What follows belongs to an exercise in optimizing a design on an open flow for small area; a production flow would make more cautious choices. Where RTL was checked, it was by simulation tests only, not by an equivalence proof against the original. Only the layout flow was run in runs 1 to 3; the RTL was not checked for function there. No activity file was given, so power comes from the tool's default toggle rates.

### constraint.sdc
create_clock -name core_clock -period 20.0 [get_ports {clk}]
set_input_delay 4.0000 -clock core_clock [delete_from_list [all_inputs] [get_ports {clk}]]
set_output_delay 4.0000 -clock core_clock [all_outputs]
set_load 0.01 [all_outputs]
### design.v
module rtc_system
(
    input clk,
    input rst_n,
    input [3:0] key_in,
    output rtc_sclk,
    input rtc_sio_i,
    output rtc_sio_o,
    output rtc_sio_oe,
    output rtc_rst,
    output [7:0] smg_data,
    output [5:0] scan_sig,
    output config_sig
);
    localparam [15:0] C_4999  = 16'h191d;
    localparam [15:0] C_49999 = 16'h638b;
    localparam [15:0] TP = 16'haaaa;
    reg [15:0] tc;
    wire tc_wrap = (tc == (C_49999 ^ TP));
    always @(posedge clk or negedge rst_n)
        if (!rst_n)
            tc <= TP;
        else if (tc_wrap)
            tc <= TP;
        else
            tc <= {~tc[14:0], tc[15] ^ tc[12]};
    reg isEn;
    always @(posedge clk or negedge rst_n)
        if (!rst_n)
            isEn <= 1'b0;
        else if (tc == (C_4999 ^ TP))
            isEn <= 1'b1;
    localparam [19:0] K_END = 20'h0ebd4;    
    localparam [19:0] KP = 20'haaaaa;       
    reg [3:0] kf1, kf2;
    always @(posedge clk) begin
        kf1 <= key_in;
        kf2 <= kf1;
    end
    wire [3:0] key_out;
    genvar g;
    generate
        for (g = 0; g < 4; g = g + 1) begin : key
            wire h2l = isEn & ~kf1[g] & kf2[g];
            wire l2h = isEn & kf1[g] & ~kf2[g];
            reg [1:0] ks;
            reg [19:0] kt;
            wire done = (kt == (K_END ^ KP));
            always @(posedge clk)
                if (ks[0])
                    kt <= {~kt[18:0], kt[19] ^ kt[16]};
                else
                    kt <= KP;
            always @(posedge clk or negedge rst_n)
                if (!rst_n)
                    ks <= 2'b00;
                else
                    case (ks)
                        2'b00: if (h2l) ks <= 2'b01; else if (l2h) ks <= 2'b11;
                        2'b01: if (done) ks <= 2'b10;
                        2'b10: ks <= 2'b00;
                        2'b11: if (done) ks <= 2'b00;
                    endcase
            assign key_out[g] = (ks == 2'b10);
        end
    endgenerate
    reg isConfig;
    always @(posedge clk or negedge rst_n)
        if (!rst_n)
            isConfig <= 1'b0;
        else if (key_out[3])
            isConfig <= ~isConfig;
    assign config_sig = isConfig;
    reg [4:0] i;             
    reg [1:0] go;            
    reg [7:0] hour, minute, second;
    reg [7:0] temp;
    wire cmd_done;
    wire [7:0] sh_q;         
    wire cmd_state = (i <= 5'd7) | (i >= 5'd9 && i <= 5'd13);
    wire is_wr = (i >= 5'd3 && i <= 5'd7) | (i == 5'd12) | (i == 5'd13);
    wire [7:0] comp = (go == 2'd0) ? 8'h23 : 8'h59;
    wire [7:0] fld = (i == 5'd14) ? hour : (i == 5'd15) ? minute : second;
    always @(posedge clk or negedge rst_n)
        if (!rst_n) begin
            i <= 5'd0;
            hour <= 8'd0;
            minute <= 8'd0;
            second <= 8'd0;
        end
        else begin
            case (i)
                0:  if (cmd_done) begin i <= 1; hour <= sh_q; end
                1:  if (cmd_done) begin i <= 2; minute <= sh_q; end
                2:  if (cmd_done) begin i <= 3; second <= sh_q; end
                3:  if (cmd_done) i <= 4;
                4:  if (cmd_done) i <= 5;
                5:  if (cmd_done) i <= 6;
                6:  if (cmd_done) i <= 7;
                7:  if (cmd_done) i <= 8;
                8:  i <= isConfig ? 5'd12 : 5'd9;
                9:  if (cmd_done) begin i <= 10; hour <= sh_q; end
                10: if (cmd_done) begin i <= 11; minute <= sh_q; end
                11: if (cmd_done) begin i <= 8; second <= sh_q; end
                12: if (cmd_done) i <= 13;
                13: if (cmd_done) i <= 14;
                14, 15, 16: begin
                    if (!isConfig)
                        i <= 4;
                    else if (key_out[2])
                        i <= 17;
                    else if (key_out[1])
                        i <= 20;
                    else if (key_out[0])
                        i <= (i == 5'd16) ? 5'd14 : i + 1'b1;
                    else case (i)
                        14: hour <= temp;
                        15: minute <= temp;
                        default: second <= temp;
                    endcase
                end
                17: if (temp < comp) i <= 18;
                    else begin hour <= temp; i <= 5'd14 + go; end
                18: i <= 19;
                19: i <= 5'd14 + go;
                20: i <= 5'd14 + go;
                default: ;
            endcase
        end
    always @(posedge clk) begin
        case (i)
            13: if (cmd_done) temp <= hour;
            14, 15, 16:
                if (isConfig) begin
                    if (key_out[2] | key_out[1])
                        temp <= fld;
                    else if (key_out[0])
                        temp <= (i == 5'd14) ? minute : (i == 5'd15) ? second : hour;
                end
            17: if (temp < comp) temp <= temp + 1'b1;
            18: if (temp[3:0] > 4'd9) temp <= {temp[7:4] + 1'b1, 4'd0};
            19: if (temp[7:4] > comp[7:4]) temp <= comp;
            20: if (temp[3:0] != 4'd0) temp[3:0] <= temp[3:0] - 1'b1;
                else if (temp[7:4] != 4'd0) temp <= {temp[7:4] - 1'b1, 4'd9};
                else temp <= 8'h00;
            default: ;
        endcase
    end
    always @(posedge clk)
        if (i >= 5'd14 && i <= 5'd16 && isConfig && (key_out[2] | key_out[1]))
            go <= i[1:0] + 2'd2;     
    reg [7:0] addr;
    reg [7:0] wdata;
    always @(*) begin
        case (i)
            0, 9:   addr = 8'h85;
            1, 10:  addr = 8'h83;
            2, 11:  addr = 8'h81;
            4:      addr = 8'h84;
            5:      addr = 8'h82;
            6, 13:  addr = 8'h80;
            default: addr = 8'h8e;   
        endcase
        case (i)
            4:       wdata = hour;
            5:       wdata = minute;
            6:       wdata = {1'b0, second[6:0]};
            3, 12:   wdata = 8'h00;
            default: wdata = 8'h80;   
        endcase
    end
    reg [2:0] cs;
    wire func_done;
    always @(posedge clk or negedge rst_n)
        if (!rst_n)
            cs <= 3'b000;
        else
            case (cs)
                3'b000: if (cmd_state) cs <= 3'b001;
                3'b001: cs <= 3'b011;
                3'b011: if (func_done) cs <= 3'b010;
                3'b010: cs <= 3'b110;
                default: cs <= 3'b000;
            endcase
    assign cmd_done = cs[2];
    wire fs = (cs == 3'b011);
    wire fs_w = fs & is_wr;
    wire fs_r = fs & ~is_wr;
    reg [4:0] cnt;
    wire c24 = (cnt == 5'd24);
    always @(posedge clk)
        if (c24 | ~fs)
            cnt <= 5'd0;
        else
            cnt <= cnt + 1'b1;
    reg [5:0] fi;
    reg fgo;
    reg isOut, rSIO, sclk, ce;
    reg [7:0] sh;
    assign sh_q = sh;
    assign func_done = is_wr ? (fi == 6'd21) : (fi == 6'd36);
    always @(posedge clk or negedge rst_n)
        if (!rst_n) begin
            fi <= 6'd0;
            isOut <= 1'b1;
            rSIO <= 1'b0;
            sclk <= 1'b0;
            ce <= 1'b0;
        end
        else if (fs_w)
            case (fi)
                0, 1: begin
                    fi <= 2;
                    isOut <= 1'b1;
                    sclk <= 1'b0;
                    ce <= 1'b1;
                end
                2, 4, 6, 8, 10, 12, 14, 16:
                    if (c24) fi <= fi + 1'b1;
                    else begin sclk <= 1'b0; rSIO <= sh[0]; end
                3, 5, 7, 9, 11, 13, 15, 17:
                    if (c24) fi <= fi + 1'b1;
                    else sclk <= 1'b1;
                18: fi <= fgo ? 6'd19 : 6'd1;
                19: begin ce <= 1'b0; fi <= 20; end
                20: fi <= 21;
                default: fi <= 0;
            endcase
        else if (fs_r)
            case (fi)
                0: begin
                    fi <= 1;
                    isOut <= 1'b1;
                    sclk <= 1'b0;
                    ce <= 1'b1;
                end
                1, 3, 5, 7, 9, 11, 13, 15:
                    if (c24) fi <= fi + 1'b1;
                    else begin sclk <= 1'b0; rSIO <= sh[0]; end
                2, 4, 6, 8, 10, 12, 14, 16:
                    if (c24) fi <= fi + 1'b1;
                    else sclk <= 1'b1;
                17: begin fi <= 18; isOut <= 1'b0; end
                18, 20, 22, 24, 26, 28, 30, 32:
                    if (c24) fi <= fi + 1'b1;
                    else sclk <= 1'b0;
                19, 21, 23, 25, 27, 29, 31, 33:
                    if (c24) fi <= fi + 1'b1;
                    else sclk <= 1'b1;
                34: begin ce <= 1'b0; fi <= 35; end
                35: fi <= 36;
                default: fi <= 0;
            endcase
    always @(posedge clk)
        if (fs_w) begin
            if (fi == 6'd0) begin sh <= addr; fgo <= 1'b0; end
            else if (fi == 6'd1) begin sh <= wdata; fgo <= 1'b1; end
            else if (fi[0] && fi <= 6'd17 && c24) sh <= {1'b0, sh[7:1]};
        end
        else if (fs_r) begin
            if (fi == 6'd0) sh <= addr;
            else if (!fi[0] && fi <= 6'd16 && c24) sh <= {1'b0, sh[7:1]};
            else if (!fi[0] && fi >= 6'd18 && fi <= 6'd32 && !c24) sh[7] <= rtc_sio_i;
            else if (fi[0] && fi >= 6'd19 && fi <= 6'd31 && c24) sh <= {sh[7], sh[7:1]};
        end
    assign rtc_sclk = sclk;
    assign rtc_rst = ce;
    assign rtc_sio_o = rSIO;
    assign rtc_sio_oe = isOut;
    reg [5:0] scan;          
    reg z;                   
    reg [3:0] nd;            
    reg [3:0] nd2;           
    wire [5:0] scan_n = z ? {~&scan[5:1], scan[5:1]} : scan;
    always @(posedge clk or negedge rst_n)
        if (!rst_n) begin
            scan <= 6'b111111;
            z <= 1'b1;
            nd <= 4'd0;
        end
        else begin
            scan <= scan_n;
            z <= tc_wrap;
            if (!tc_wrap)
                nd <= ~scan_n[5] ? hour[7:4] :
                      ~scan_n[4] ? hour[3:0] :
                      ~scan_n[3] ? minute[7:4] :
                      ~scan_n[2] ? minute[3:0] :
                      ~scan_n[1] ? second[7:4] : second[3:0];
        end
    always @(posedge clk)
        nd2 <= nd;
    reg [6:0] seg;
    always @(*)
        case (nd2)
            4'd0:  seg = 7'b100_0000;
            4'd1:  seg = 7'b111_1001;
            4'd2:  seg = 7'b010_0100;
            4'd3:  seg = 7'b011_0000;
            4'd4:  seg = 7'b001_1001;
            4'd5:  seg = 7'b001_0010;
            4'd6:  seg = 7'b000_0010;
            4'd7:  seg = 7'b111_1000;
            4'd8:  seg = 7'b000_0000;
            4'd9:  seg = 7'b001_0000;
            4'd10: seg = 7'b000_1000;
            4'd11: seg = 7'b000_0011;
            4'd12: seg = 7'b100_0110;
            4'd13: seg = 7'b010_0001;
            4'd14: seg = 7'b000_0110;
            default: seg = 7'b000_1110;
        endcase
    wire first = &scan;      
    assign smg_data = {1'b1, seg | {7{first}}};
    assign scan_sig = scan;
endmodule
### config.mk
export PLATFORM = sky130hd
export DESIGN_NAME = rtc_system
export DESIGN_NICKNAME = rtc_system
export VERILOG_FILES = /design/flow/design.v
export SDC_FILE = /design/flow/constraint.sdc
export NUM_CORES = 4
export LEC_CHECK = 0
export CAP_MARGIN = 20
export CORE_MARGIN = 2
export CORE_UTILIZATION = 40
export SLEW_MARGIN = 20
### run.sh
#!/bin/bash
# synth_recipe.tcl (not shown) runs the flow's synth.tcl, then flattens the netlist and writes it again
# the make line also repeats each setting of config.mk as NAME=value (left out here)
make -C /OpenROAD-flow-scripts/flow DESIGN_CONFIG=/design/flow/config.mk WORK_HOME=/design/flow/orfs CLKGATE_MAP_FILE= SYNTH_SCRIPT=/design/flow/synth_recipe.tcl finish
==> results of run 1 <==
per-stage QoR:
stage	cells	area (um2)	total power, mW
detailed placement	1426	10700	0.417
global placement	1426	10700	0.417
CTS	1458	11200	0.738
finish	1458	11200	0.729
global route	1458	11200	0.756
floorplan	1130	10300	0.413
cells by family (layout without fill, tap and decap cells):
group,Yosys count,count (layout),share of synthesized area [%]
AND/OR/NAND/NOR,439,439,21.2
AO/OA/AOI/OAI,270,270,17.8
multiplexers,68,68,7.17
flip-flops,198,198,44.5
adder cells (fa/ha/maj),29,29,3.51
buffers and inverters,107,105,4.26
other,1,1,0.0365
XOR/XNOR,18,18,1.54
registers in the layout, indices dropped and copies added, names as in the netlist, 2 cells and up:
name	cells
key.kt	80
tc	16
hour	8
key.ks	8
minute	8
second	8
sh	8
temp	8
seg	7
fi	6
scan	6
cnt	5
i	5
kf1	4
kf2	4
nd	4
cs	3
go	2
worst max path at each step:
stage	startpoint	endpoint	slack, ns	cells past startpoint
3_3_place_gp	scan[4]	smg_data[6]	14.42	5
4_1_cts	scan[4]	smg_data[2]	13.92	5
5_1_grt	scan[2]	smg_data[5]	13.77	5
2_1_floorplan	scan[4]	smg_data[0]	14.96	4
6_report	scan[4]	smg_data[2]	13.96	5
3_5_place_dp	scan[4]	smg_data[2]	14.40	5
area by class of cell:
type | instances | share of cell area (%)
inverters | 40 | 1.34
well taps | 330 | 3.68
clock buffers | 21 | 4.01
multi-input cells | 825 | 46.8
clock inverters | 11 | 0.780
repair buffers | 33 | 2.75
flip-flops and latches | 198 | 40.7
metal layers:
metal	share of wire, %	routed length, um
met5	0	0
met2	44	10900
met3	6.1	1530
met1	48	12000
met4	1.9	472
power breakdown:
part / switching, mW / internal, mW / leakage [nW]
logic: 0.00347 / 0.00149 / 2.10
clock network: 0.155 / 0.166 / 0.265
registers: 0.000670 / 0.403 / 1.96
synth_stat cells (15+ instances only):
cell type	n	area (um2)
nor2b_1	47	294
nand4_1	15	93.8
nor3_1	21	105
nor2_1	87	327
ha_1	28	350
mux2_2	34	383
o21ai_0	72	360
a21oi_1	57	285
clkbuf_1	43	161
nand2_1	158	593
a31oi_1	22	138
nand2b_1	16	100
dfstp_2	16	420
dfxtp_1	100	2000
nand3_1	28	140
dfrtp_1	63	1580
buf_2	16	80.1
mux2i_1	33	330
edfxtp_1	19	571
inv_1	40	150
==> flow_metrics.env, run 1 <==
export IMPL_coreArea_um2=25200
export IMPL_p_leak_nw=4.32
export IMPL_multi_input_area_um2=5260
export IMPL_dp_hpwl_mm=17.4
export IMPL_cts_tree="yes"
export IMPL_cts_max_level=4
export IMPL_hold_viol_final=0
export IMPL_cp_cell_sequence="nand4_1, nor2_1, nand2_1, nand2b_1, clkdlybuf4s50_1"
export IMPL_ios=26
export IMPL_viasPerCell=5.67
export IMPL_met1_usage_pct=28.0
export IMPL_die_area_um2=27000
export IMPL_dpl_worst_slack_ns=14.40
export IMPL_cts_max_path_buffers=2
export IMPL_cpPeakStageDelay_ns=0.55
export IMPL_post_cts_setup_buffer_count=0
export IMPL_ant_nets=0
export IMPL_post_cts_resized=0
export IMPL_syn_area_um2=10300
export IMPL_cap_violations=0
export IMPL_grt_pass1_wl_mm=40.6
export IMPL_final_cell_mix="158 x nand2_1, 100 x dfxtp_1, 87 x nor2_1"
export IMPL_first_pass_iters=5
export IMPL_worst_slew_pin_slew_ns=1.04
export IMPL_synth_main_ff_cell="dfxtp_1"
export IMPL_final_common_cell="nand2_1"
export IMPL_r2r_slack_ns=15.66
export IMPL_grt_busiest_layer="met2"
export IMPL_gp_congestion=0.891
export IMPL_rr_endpoint="temp[7]"
export IMPL_r2r_start="i[0]"
export IMPL_vdd_drop_max_mv=0.0534
export IMPL_vias=8264
export IMPL_outcome="no timing/DRC/antenna violations"
export IMPL_end_kind="output pin"
export IMPL_required_ns=16.00
export IMPL_fin_hold_ws_ns=0.388
export IMPL_nNetsFinal=1150
export IMPL_start_util_pct=40.7
export IMPL_r2r_worst_path_cells=8
export IMPL_synth_warnings=1
export IMPL_grt_overflow=0
export IMPL_portBuffers=24
export IMPL_clk_latency_ns=0.43
export IMPL_setup_viol=0
export IMPL_routed_wl_mm=24.9
export IMPL_critPathArrivalTime_ns=2.04
export IMPL_grtUsageMet2_pct=28.3
export IMPL_ys_seq_area_share_pct=44.5
export IMPL_first_iter_violations=833
export IMPL_grt_setup_unrepaired="no"
export IMPL_hold_depth=1
export IMPL_worst_path_buf_inv=1
export IMPL_grt_use_met3_pct=2.85
export IMPL_antennaDiodeCount=0
export IMPL_grt_pass1_vias=7562
export IMPL_synth_edf_count=19
export IMPL_fillers=2440
export IMPL_cts_buffers=17
export IMPL_crit_family="flip-flops"
export IMPL_min_from="tc[6]"
export IMPL_max_freq_mhz=166
export IMPL_syn_inst=1130
export IMPL_tns_ns=0
export IMPL_period_minus_slack_ns=6.04
export IMPL_num_rows=58
export IMPL_hold_class="reg -> reg"
export IMPL_power_density_nw_per_um2=64.9
export IMPL_finClkSkew_ns=0.0118
export IMPL_drc=0
export IMPL_syn_avg_cell_area_um2=9.08
export IMPL_path_clk_slew_ns=0.07
export IMPL_ys_ff_latch=198
export IMPL_antenna_found_initial=0
export IMPL_drive_gt1_share_pct=9.40
export IMPL_synth_nets=1165
export IMPL_relSlewSlack_pct=30.2
export IMPL_synth_cell_types=85
export IMPL_startpoint_type="register"
export IMPL_grt_usage_pct=19.0
export IMPL_fin_crit_sh_pct=30.2
export IMPL_cts_sinks=198
export IMPL_fp_dieW_um=164
export IMPL_drv_slew=0
export IMPL_path_class="reg -> out"
export IMPL_grt_max_degree=80
export IMPL_min_to="tc[7]"
export IMPL_clockRootBuffer="clkbuf_16"
export IMPL_worst_slack_ns=13.96
export IMPL_syn_to_final_growth_pct=9.49
export IMPL_fp_dieH_um=164
export IMPL_wl_per_cell_um=17.1
export IMPL_ctsHoldBuffers=0
export IMPL_seq_area_um2=4570
export IMPL_slowest_stage="dfstp_2"
export IMPL_final_util_pct=44.6
export IMPL_ys_async_sr_fraction_pct=39.9
export IMPL_cp_max_fo=7
==> inputs of run 2 (changes only) <==
--- a/config.mk
+++ b/config.mk
@@ -8,4 +8,6 @@
 export CAP_MARGIN = 20
 export CORE_MARGIN = 2
 export CORE_UTILIZATION = 40
+export CTS_CLUSTER_DIAMETER = 150
+export CTS_CLUSTER_SIZE = 40
 export SLEW_MARGIN = 20
==> run 2 against run 1 <==
Effect of this change: utilization unchanged; register-to-register slack is essentially flat; sequential power is essentially flat; sequential share of layout area stayed put; clock power about the same; design area unchanged; global-route usage unchanged; routed wire length stayed put; critical path depth is the same; area after synthesis did not move; first-iteration DRC count is the same; clock skew is the same; critical path type unchanged.
==> flow_metrics.env, run 2 <==
export IMPL_start_util_pct=40.7
export IMPL_multi_input_area_um2=5260
export IMPL_setup_viol=0
export IMPL_synth_nets=1165
export IMPL_synthTopCellsByArea="dfxtp_1 20%, dfrtp_1 15%, nand2_1 5.8%"
export IMPL_tns_ns=0
export IMPL_syn_inst=1130
export IMPL_grt_usage_pct=19.0
export IMPL_coreArea_um2=25200
export IMPL_post_cts_resized=0
export IMPL_path_clk_slew_ns=0.07
export IMPL_antenna_found_initial=0
export IMPL_cts_sinks=198
export IMPL_largest_register_ffs=80
export IMPL_post_cts_setup_buffer_count=0
export IMPL_die_area_um2=27000
export IMPL_hold_viol_final=0
export IMPL_path_class="reg -> out"
export IMPL_end_kind="output pin"
export IMPL_dp_hpwl_mm=17.4
export IMPL_cp_max_fo=7
export IMPL_clk_latency_ns=0.43
export IMPL_ys_ff_latch=198
export IMPL_synth_top_area_cell="dfxtp_1"
export IMPL_fp_dieW_um=164
export IMPL_cts_tree="yes"
export IMPL_relSlewSlack_pct=30.2
export IMPL_first_iter_violations=833
export IMPL_clockRootBuffer="clkbuf_16"
export IMPL_syn_avg_cell_area_um2=9.08
export IMPL_gp_congestion=0.891
export IMPL_outcome="no timing/DRC/antenna violations"
export IMPL_critPathArrivalTime_ns=2.04
export IMPL_synth_cell_types=85
export IMPL_fillers=2440
export IMPL_syn_to_final_growth_pct=9.49
export IMPL_grt_use_met3_pct=2.85
export IMPL_final_common_cell="nand2_1"
export IMPL_grt_busiest_layer="met2"
export IMPL_vias=8264
export IMPL_hold_depth=1
export IMPL_largest_register="key.kt"
export IMPL_wl_per_cell_um=17.1
export IMPL_power_density_nw_per_um2=64.9
export IMPL_startpoint_type="register"
export IMPL_antennaDiodeCount=0
export IMPL_power_mw=0.729
export IMPL_final_util_pct=44.6
export IMPL_final_cell_mix="158 x nand2_1, 100 x dfxtp_1, 87 x nor2_1"
export IMPL_cts_max_level=4
export IMPL_netlist_top_cells_count="158 x nand2_1, 100 x dfxtp_1, 87 x nor2_1"
export IMPL_fin_crit_sh_pct=30.2
export IMPL_portBuffers=24
export IMPL_ios=26
export IMPL_max_freq_mhz=166
export IMPL_viasPerCell=5.67
export IMPL_grt_pass1_wl_mm=40.6
export IMPL_routed_wl_mm=24.9
export IMPL_synth_top_area_share_pct=19.5
export IMPL_first_pass_iters=5
export IMPL_grtUsageMet2_pct=28.3
export IMPL_synth_main_ff_cell="dfxtp_1"
export IMPL_ctsHoldBuffers=0
export IMPL_cts_max_path_buffers=2
export IMPL_hold_class="reg -> reg"
export IMPL_grt_overflow=0
export IMPL_p_leak_nw=4.32
export IMPL_largestRegisters="key.kt (80), tc (16)"
export IMPL_ys_seq_area_share_pct=44.5
export IMPL_seq_area_um2=4570
export IMPL_fin_hold_ws_ns=0.388
export IMPL_cts_buffers=17
export IMPL_r2r_worst_path_cells=8
export IMPL_syn_area_um2=10300
export IMPL_grt_setup_unrepaired="no"
export IMPL_cap_violations=0
export IMPL_synth_most_common_cell="nand2_1"
export IMPL_nNetsFinal=1150
export IMPL_drive_gt1_share_pct=9.40
export IMPL_grt_max_degree=80
export IMPL_vdd_drop_max_mv=0.0534
export IMPL_drv_slew=0
export IMPL_required_ns=16.00
export IMPL_ant_nets=0
export IMPL_num_rows=58
export IMPL_synth_edf_count=19
export IMPL_ys_async_sr_fraction_pct=39.9
export IMPL_drc=0
export IMPL_fp_dieH_um=164
export IMPL_grt_pass1_vias=7562
export IMPL_period_minus_slack_ns=6.04
export IMPL_met1_usage_pct=28.0
export IMPL_worst_slew_pin_slew_ns=1.04
export IMPL_finClkSkew_ns=0.0118
export IMPL_synth_warnings=1
-- run 2: cell counts after synthesis --
Identical to the previous run, type by type.
-- run 2: power by group --
group          leakage (nW)  switching [mW]  internal, mW
combinational          2.10         0.00347       0.00149
sequential             1.96        0.000670         0.403
clock                 0.265           0.155         0.166
-- run 2: logic make-up after synthesis --
| logic type | Yosys count | share of synthesized area, % |
|---|---|---|
| and+or+nand+nor | 439 | 21.2 |
| AOI/OAI and AO/OA | 270 | 17.8 |
| DFF | 198 | 44.5 |
| buffers and inverters | 107 | 4.26 |
| muxes | 68 | 7.17 |
| adders and majority gates | 29 | 3.51 |
| xor gates and xnor gates | 18 | 1.54 |
| other | 1 | 0.0365 |
-- run 2: final timing paths --
path                          from  slack (ns)           to
hold reg to reg              tc[6]        0.39        tc[7]
setup / recovery           scan[4]       13.96  smg_data[2]
hold / removal               tc[6]        0.39        tc[7]
setup reg to reg              i[0]       15.66      temp[7]
max in group asynchronous    rst_n       15.88        tc[4]
min in group asynchronous    rst_n        3.59         sclk
-- run 2: area by class of cell --
class,count,share of cell area (%)
Sequential cell,198,40.7
Clock inverter,11,0.780
Multi-Input combinational cell,825,46.8
Timing Repair Buffer,33,2.75
Inverter,40,1.34
Tap cell,330,3.68
Clock buffer,21,4.01
-- run 2: metal layers --
metal | wire, um | vias up | part of all wire, %
li1 | - | 4015 | -
met5 | 0 | - | 0
met3 | 1530 | 35 | 6.1
met4 | 472 | 0 | 1.9
met1 | 12000 | 3929 | 48
met2 | 10900 | 285 | 44
-- run 2: through the flow --
stage	setup slack (ns)	instances	instance area (um2)
after floorplan	14.96	1130	10300
after global placement	14.42	1426	10700
after detailed placement	14.40	1426	10700
after CTS	13.92	1458	11200
after global routing	13.77	1458	11200
final	13.96	1458	11200
-- run 2: critical path: stages (launching register included) --
cell and delay, ns:
dfstp_2 0.55, nand4_1 0.09, nor2_1 0.13, nand2_1 0.18, nand2b_1 0.12, clkdlybuf4s50_1 0.54
==> inputs of run 3 (changes only) <==
--- a/config.mk
+++ b/config.mk
@@ -8,6 +8,7 @@
 export CAP_MARGIN = 20
 export CORE_MARGIN = 2
 export CORE_UTILIZATION = 40
-export CTS_CLUSTER_DIAMETER = 150
-export CTS_CLUSTER_SIZE = 40
+export CTS_BUF_LIST = sky130_fd_sc_hd__clkbuf_8
+export CTS_CLUSTER_DIAMETER = 200
+export CTS_CLUSTER_SIZE = 60
 export SLEW_MARGIN = 20
==> run 3 against run 2 <==
Effect of this change: clock power fell by 27%; critical path depth did not move; clock skew rose by 0.0095 ns; register-to-register slack got worse by 0.03 ns; critical path type unchanged; utilization fell by 0.76 points; sequential share of layout area rose by 0.70 points; highest routed layer unchanged; non-clock buffer count did not move; still clean on timing, DRC and antenna; first-iteration DRC count rose by 0.36%.
==> flow_metrics.env, run 3 <==
export IMPL_grt_pass1_vias=7549
export IMPL_fp_dieW_um=164
export IMPL_portBuffers=24
export IMPL_ys_seq_area_share_pct=44.5
export IMPL_max_freq_mhz=165
export IMPL_grt_pass1_wl_mm=40.5
export IMPL_netlist_top_cells_count="158 x nand2_1, 100 x dfxtp_1, 87 x nor2_1"
export IMPL_antennaDiodeCount=0
export IMPL_ant_nets=0
export IMPL_viasPerCell=5.68
export IMPL_clk_latency_ns=0.46
export IMPL_cts_max_path_buffers=2
export IMPL_cts_sinks=198
export IMPL_start_util_pct=40.7
export IMPL_gp_congestion=0.891
export IMPL_synthTopCellsByArea="dfxtp_1 20%, dfrtp_1 15%, nand2_1 5.8%"
export IMPL_r2r_start="i[0]"
export IMPL_p_leak_nw=4.24
export IMPL_worst_slew_pin_slew_ns=1.03
export IMPL_ys_async_sr_fraction_pct=39.9
export IMPL_power_density_nw_per_um2=58.2
export IMPL_ctsHoldBuffers=0
export IMPL_cap_violations=0
export IMPL_first_pass_iters=8
export IMPL_cts_tree="yes"
export IMPL_drv_slew=0
export IMPL_critPathArrivalTime_ns=2.08
export IMPL_nNetsFinal=1150
export IMPL_post_cts_resized=0
export IMPL_rr_endpoint="temp[7]"
export IMPL_outcome="no timing/DRC/antenna violations"
export IMPL_synth_main_ff_cell="dfxtp_1"
export IMPL_vias=8280
export IMPL_grt_max_degree=80
export IMPL_wl_per_cell_um=17.2
export IMPL_synth_top_area_share_pct=19.5
export IMPL_hold_depth=1
export IMPL_syn_area_um2=10300
export IMPL_place_area_um2=10700
export IMPL_synth_most_common_cell="nand2_1"
export IMPL_vdd_drop_max_mv=0.0369
export IMPL_finClkSkew_ns=0.0212
export IMPL_relSlewSlack_pct=30.9
export IMPL_fin_crit_sh_pct=30.4
export IMPL_post_cts_setup_buffer_count=0
export IMPL_largestRegisters="key.kt (80), tc (16)"
export IMPL_final_cell_mix="158 x nand2_1, 100 x dfxtp_1, 87 x nor2_1"
export IMPL_largest_register="key.kt"
export IMPL_coreArea_um2=25200
export IMPL_dp_hpwl_mm=17.4
export IMPL_path_clk_slew_ns=0.10
export IMPL_hold_class="reg -> reg"
export IMPL_drc=0
export IMPL_required_ns=16.00
export IMPL_synth_top_area_cell="dfxtp_1"
export IMPL_r2r_worst_path_cells=8
export IMPL_largest_register_ffs=80
export IMPL_cts_buffers=17
export IMPL_r2r_slack_ns=15.63
export IMPL_grt_setup_unrepaired="no"
export IMPL_final_area_um2=11000
export IMPL_synth_warnings=1
export IMPL_ios=26
export IMPL_synth_nets=1165
export IMPL_cts_max_level=4
export IMPL_drive_gt1_share_pct=9.40
export IMPL_cp_max_fo=7
export IMPL_hold_viol_final=0
export IMPL_synth_edf_count=19
export IMPL_tns_ns=0
export IMPL_min_from="tc[10]"
export IMPL_min_to="tc[11]"
export IMPL_fp_dieH_um=164
export IMPL_path_class="reg -> out"
export IMPL_setup_viol=0
export IMPL_period_minus_slack_ns=6.08
export IMPL_ys_ff_latch=198
export IMPL_syn_to_final_growth_pct=7.62
export IMPL_grt_usage_pct=19.0
export IMPL_grt_overflow=0
export IMPL_first_iter_violations=836
export IMPL_antenna_found_initial=0
export IMPL_startpoint_type="register"
export IMPL_routed_wl_mm=25.0
export IMPL_syn_inst=1130
export IMPL_synth_cell_types=85
export IMPL_num_rows=58
export IMPL_clockRootBuffer="clkbuf_8"
export IMPL_final_common_cell="nand2_1"
export IMPL_die_area_um2=27000
export IMPL_syn_avg_cell_area_um2=9.08
export IMPL_end_kind="output pin"
## run 3: changes by cell type in the layout (fill, tap and decap cells not counted), sizes merged
cell / change
clkbuf: -3
inv: +3
## run 3: worst max-delay path: stages (launching register included)
cell             delay, ns
dfstp_2               0.56
nand4_1               0.09
nor2_1                0.13
nand2_1               0.18
nand2b_1              0.12
clkdlybuf4s50_1       0.54
## run 3: routing by layer
metal,share of wire [%],GRT usage [%],vias to the layer above,wire [um]
met5,0,0,-,0
met4,1.4,5.42,0,345
met2,44,28.4,272,11100
li1,-,-,4011,-
met3,6.0,3.69,25,1510
met1,48,27.9,3972,12100
## run 3: cells by family after synthesis
group | Yosys count | share of synthesized area (%)
compound gates | 270 | 17.8
xor+xnor | 18 | 1.54
fa+ha+maj | 29 | 3.51
buf+inv | 107 | 4.26
flops | 198 | 44.5
mux | 68 | 7.17
other cells | 1 | 0.0365
simple gates | 439 | 21.2
## run 3: area by class of cell
cell class | instances | area [um2]
multi-input combinational | 825 | 5260
inverter | 40 | 150
clock inverter | 14 | 98.8
timing repair buffer | 33 | 309
tap | 330 | 413
fill | 2463 | 14100
clock buffer | 18 | 248
sequential | 198 | 4570
## run 3: power by group
group | internal [mW] | switching [mW] | leakage [nW]
Sequential | 0.403 | 0.000660 | 1.96
Clock | 0.0910 | 0.144 | 0.190
Combinational | 0.00149 | 0.00344 | 2.10
## run 3: through the flow
stage	power, mW	hold slack [ns]	worst slack, ns	util [%]	std cells
finish	0.643	0.381	13.92	43.9	1458
global route	0.671	0.402	13.70	43.9	1458
CTS	0.653	0.391	13.87	43.8	1458
detailed placement	0.417	0.370	14.40	42.5	1426
global placement	0.417	0.369	14.42	42.5	1426
floorplan	0.413	0.348	14.96	-	1130
## run 3: worst max-delay path by stage
stage	depth (start not counted)	end	slack, ns	startpoint
detailed placement	5	smg_data[2]	14.40	scan[4]
floorplan	4	smg_data[0]	14.96	scan[4]
CTS	5	smg_data[2]	13.87	scan[4]
global route	5	smg_data[5]	13.70	scan[2]
global placement	5	smg_data[6]	14.42	scan[4]
finish	5	smg_data[2]	13.92	scan[4]
==> inputs of run 4 (changes only) <==
--- a/design.v
+++ b/design.v
@@ -14,24 +14,22 @@
 );
     localparam [15:0] C_4999  = 16'h191d;
     localparam [15:0] C_49999 = 16'h638b;
-    localparam [15:0] TP = 16'haaaa;
     reg [15:0] tc;
-    wire tc_wrap = (tc == (C_49999 ^ TP));
+    wire tc_wrap = (tc == C_49999);
     always @(posedge clk or negedge rst_n)
         if (!rst_n)
-            tc <= TP;
+            tc <= 16'd0;
         else if (tc_wrap)
-            tc <= TP;
+            tc <= 16'd0;
         else
-            tc <= {~tc[14:0], tc[15] ^ tc[12]};
+            tc <= {tc[14:0], ~(tc[15] ^ tc[12])};
     reg isEn;
     always @(posedge clk or negedge rst_n)
         if (!rst_n)
             isEn <= 1'b0;
-        else if (tc == (C_4999 ^ TP))
+        else if (tc == C_4999)
             isEn <= 1'b1;
     localparam [19:0] K_END = 20'h0ebd4;    
-    localparam [19:0] KP = 20'haaaaa;       
     reg [3:0] kf1, kf2;
     always @(posedge clk) begin
         kf1 <= key_in;
@@ -45,12 +43,12 @@
             wire l2h = isEn & kf1[g] & ~kf2[g];
             reg [1:0] ks;
             reg [19:0] kt;
-            wire done = (kt == (K_END ^ KP));
+            wire done = (kt == K_END);
             always @(posedge clk)
                 if (ks[0])
-                    kt <= {~kt[18:0], kt[19] ^ kt[16]};
+                    kt <= {kt[18:0], ~(kt[19] ^ kt[16])};
                 else
-                    kt <= KP;
+                    kt <= 20'd0;
             always @(posedge clk or negedge rst_n)
                 if (!rst_n)
                     ks <= 2'b00;
@@ -75,10 +73,16 @@
     reg [1:0] go;            
     reg [7:0] hour, minute, second;
     reg [7:0] temp;
+    reg act;                 
     wire cmd_done;
     wire [7:0] sh_q;         
     wire cmd_state = (i <= 5'd7) | (i >= 5'd9 && i <= 5'd13);
     wire is_wr = (i >= 5'd3 && i <= 5'd7) | (i == 5'd12) | (i == 5'd13);
+    always @(posedge clk or negedge rst_n)
+        if (!rst_n)
+            act <= 1'b0;
+        else
+            act <= cmd_state & ~cmd_done;
     wire [7:0] comp = (go == 2'd0) ? 8'h23 : 8'h59;
     wire [7:0] fld = (i == 5'd14) ? hour : (i == 5'd15) ? minute : second;
     always @(posedge clk or negedge rst_n)
@@ -169,21 +173,23 @@
             default: wdata = 8'h80;   
         endcase
     end
-    reg [2:0] cs;
+    reg [1:0] ci;
+    reg fs;                  
     wire func_done;
     always @(posedge clk or negedge rst_n)
-        if (!rst_n)
-            cs <= 3'b000;
-        else
-            case (cs)
-                3'b000: if (cmd_state) cs <= 3'b001;
-                3'b001: cs <= 3'b011;
-                3'b011: if (func_done) cs <= 3'b010;
-                3'b010: cs <= 3'b110;
-                default: cs <= 3'b000;
+        if (!rst_n) begin
+            ci <= 2'd0;
+            fs <= 1'b0;
+        end
+        else if (act)
+            case (ci)
+                0: if (func_done) begin ci <= 1; fs <= 1'b0; end
+                   else fs <= 1'b1;
+                1: ci <= 2;
+                2: ci <= 0;
+                default: ;
             endcase
-    assign cmd_done = cs[2];
-    wire fs = (cs == 3'b011);
+    assign cmd_done = (ci == 2'd2);
     wire fs_w = fs & is_wr;
     wire fs_r = fs & ~is_wr;
     reg [4:0] cnt;
--- a/config.mk
+++ b/config.mk
@@ -8,7 +8,4 @@
 export CAP_MARGIN = 20
 export CORE_MARGIN = 2
 export CORE_UTILIZATION = 40
-export CTS_BUF_LIST = sky130_fd_sc_hd__clkbuf_8
-export CTS_CLUSTER_DIAMETER = 200
-export CTS_CLUSTER_SIZE = 60
 export SLEW_MARGIN = 20
==> run 4 against run 3 <==
Effect of this change: via count fell by 2.2%; sequential share of layout area fell by 1.4 points; critical path type unchanged; global-route usage decreased by 0.29 points; first-iteration DRC count fell by 2.4%; clock power up 59%.
==> flow_metrics.env, run 4 <==
export IMPL_outcome="no timing/DRC/antenna violations"
export IMPL_synth_top_area_cell="dfxtp_1"
export IMPL_power_density_nw_per_um2=68.4
export IMPL_viasPerCell=5.60
export IMPL_hold_depth=0
export IMPL_final_common_cell="nor2_1"
export IMPL_critPathArrivalTime_ns=2.04
export IMPL_max_freq_mhz=166
export IMPL_post_cts_resized=0
export IMPL_path_class="reg -> out"
export IMPL_cap_violations=0
export IMPL_min_from="tc[5]"
export IMPL_netlist_top_cells_count="106 x nor2_1, 101 x and2_1, 100 x dfxtp_1"
export IMPL_drive_gt1_share_pct=7.84
export IMPL_grt_pass1_vias=7528
export IMPL_ant_nets=0
export IMPL_post_cts_setup_buffer_count=0
export IMPL_r2r_worst_path_cells=9
export IMPL_path_clk_slew_ns=0.09
export IMPL_drc=0
export IMPL_ys_async_sr_fraction_pct=40.2
export IMPL_nNetsFinal=1135
export IMPL_dp_hpwl_mm=17.4
export IMPL_largest_register_ffs=80
export IMPL_final_util_pct=44.4
export IMPL_crit_family="flip-flops"
export IMPL_start_util_pct=40.4
export IMPL_required_ns=16.00
export IMPL_cpPeakStageDelay_ns=0.56
export IMPL_grt_overflow=0
export IMPL_routed_wl_mm=24.9
export IMPL_final_area_um2=11500
export IMPL_antenna_found_initial=0
export IMPL_syn_avg_cell_area_um2=9.28
export IMPL_fp_dieH_um=165
export IMPL_grt_usage_pct=18.7
export IMPL_cts_tree="yes"
export IMPL_synthTopCellsByArea="dfxtp_1 19%, dfrtp_1 17%, and2_1 6.1%"
export IMPL_cp_num_cells=5
export IMPL_fin_crit_sh_pct=30.2
export IMPL_coreArea_um2=25800
export IMPL_largest_register="key.kt"
export IMPL_hold_class="reg -> reg"
export IMPL_synth_warnings=1
export IMPL_antennaDiodeCount=0
export IMPL_min_to="tc[6]"
export IMPL_place_area_um2=10800
export IMPL_startpoint_type="register"
export IMPL_ios=26
export IMPL_ctsHoldBuffers=0
export IMPL_num_rows=59
export IMPL_largestRegisters="key.kt (80), tc (16)"
export IMPL_grt_pass1_wl_mm=40.6
export IMPL_grt_setup_unrepaired="no"
export IMPL_cts_sinks=199
export IMPL_fin_hold_ws_ns=0.373
export IMPL_cp_cell_sequence="nand3_1, nor2_1, nand2_1, nand2b_1, clkdlybuf4s50_1"
export IMPL_rr_endpoint="temp[4]"
export IMPL_synth_edf_count=19
export IMPL_setup_viol=0
export IMPL_vdd_drop_max_mv=0.0503
export IMPL_synth_main_ff_cell="dfxtp_1"
export IMPL_synth_nets=1162
export IMPL_relSlewSlack_pct=31.2
export IMPL_cts_max_path_buffers=2
export IMPL_first_pass_iters=5
export IMPL_first_iter_violations=816
export IMPL_cp_max_fo=7
export IMPL_final_cell_mix="106 x nor2_1, 101 x and2_1, 100 x dfxtp_1"
export IMPL_r2r_start="i[1]"
export IMPL_slowest_stage="dfstp_2"
export IMPL_synth_top_area_share_pct=19.2
export IMPL_hold_viol_final=0
export IMPL_syn_inst=1124
export IMPL_worst_path_buf_inv=1
export IMPL_ys_seq_area_share_pct=44.0
export IMPL_end_kind="output pin"
export IMPL_wl_per_cell_um=17.2
export IMPL_die_area_um2=27400
export IMPL_portBuffers=24
export IMPL_gp_congestion=0.956
export IMPL_syn_to_final_growth_pct=9.90
export IMPL_finClkSkew_ns=0.0131
export IMPL_ys_ff_latch=199
export IMPL_drv_slew=0
export IMPL_period_minus_slack_ns=6.04
export IMPL_synth_cell_types=89
export IMPL_clk_latency_ns=0.44
export IMPL_grt_max_degree=72
export IMPL_tns_ns=0
export IMPL_p_leak_nw=4.50
export IMPL_syn_area_um2=10400
export IMPL_cts_buffers=17
export IMPL_cts_max_level=4
export IMPL_fp_dieW_um=165
export IMPL_vias=8095
export IMPL_r2r_slack_ns=15.33
export IMPL_clockRootBuffer="clkbuf_16"
export IMPL_crit_start="scan[2]"
export IMPL_worst_slew_pin_slew_ns=1.03
export IMPL_synth_most_common_cell="nor2_1"
==> run 4: cell type report <==
class / instances / area, um2
clock inverters: 15 / 230
flip-flops and latches: 199 / 4580
fillers: 2503 / 14400
well taps: 335 / 419
clock buffers: 17 / 425
multi-input cells: 812 / 5380
inverters: 37 / 139
repair buffers: 30 / 283
==> run 4: worst max-delay path by stage <==
stage	endpoint	slack, ns
after CTS	smg_data[2]	13.93
final	smg_data[1]	13.96
after detailed placement	smg_data[2]	14.41
after global routing	smg_data[5]	13.78
after floorplan	smg_data[0]	14.98
after global placement	smg_data[0]	14.43
==> run 4: cells by family (layout without fill, tap and decap cells) <==
| group | Yosys count | after routing | share of synthesized area (%) |
|---|---|---|---|
| other | 1 | 1 | 0.0360 |
| flip-flops | 199 | 199 | 44.0 |
| AO/OA/AOI/OAI | 265 | 265 | 17.9 |
| adder cells (fa/ha/maj) | 34 | 34 | 4.01 |
| multiplexers | 53 | 53 | 5.52 |
| buffers and inverters | 113 | 99 | 4.45 |
| AND/OR/NAND/NOR | 437 | 437 | 22.3 |
| XOR/XNOR | 22 | 22 | 1.85 |
==> run 4: layer usage <==
layer  wire (um)  track usage [%]  vias to the layer above  share of wire (%)
met1       11800             27.2                     3818                 48
met3        1300             2.65                       38                5.2
met4         507             6.54                        0                2.0
li1            -                -                     3958                  -
met2       11200             28.4                      281                 45
met5           0                0                        -                  0
==> run 4: power by group <==
group	internal [mW]	switching (mW)	leakage (nW)
Clock	0.187	0.186	0.313
Sequential	0.405	0.000674	1.97
Combinational	0.00154	0.00364	2.21
==> run 4: per-stage QoR <==
| step | std cells | worst slack [ns] | power [mW] |
|---|---|---|---|
| 4_1_cts | 1445 | 13.93 | 0.793 |
| 3_5_place_dp | 1413 | 14.41 | 0.420 |
| 2_1_floorplan | 1124 | 14.98 | 0.415 |
| 3_3_place_gp | 1413 | 14.43 | 0.420 |
| 6_report | 1445 | 13.96 | 0.784 |
| 5_1_grt | 1445 | 13.78 | 0.808 |

-- what the ideal ports hide --
Ports are ideal in the flow. The routed layouts listed here were re-timed in OpenROAD.
Step 1 assumes that a clkbuf_16 drives the clock port and a buf_2 every other input.
Step 2 moves the port delays by t, midway between the first and last clock arrival at a register: inputs arrive t later, outputs are due t later. That takes back most of the time a late clock gives input paths.
a / b / c = ideal / step 1 / step 2; a / b = the first two.
| run | t, ns | setup WS [ns] | worst hold slack (ns) | worst register clock-pin slew, ns |
|---|---|---|---|---|
| run 1 | 0.471 | 13.963 / 13.918 / 14.389 | 0.388 / 0.388 / 0.388 | 0.08 / 0.08 |
| run 2 | 0.471 | 13.963 / 13.918 / 14.389 | 0.388 / 0.388 / 0.388 | 0.08 / 0.08 |
| run 3 | 0.494 | 13.921 / 13.877 / 14.372 | 0.381 / 0.381 / 0.381 | 0.11 / 0.11 |
| run 4 | 0.480 | 13.959 / 13.912 / 14.392 | 0.373 / 0.373 / 0.373 | 0.09 / 0.09 |
After both steps setup and hold are still met in every run listed.
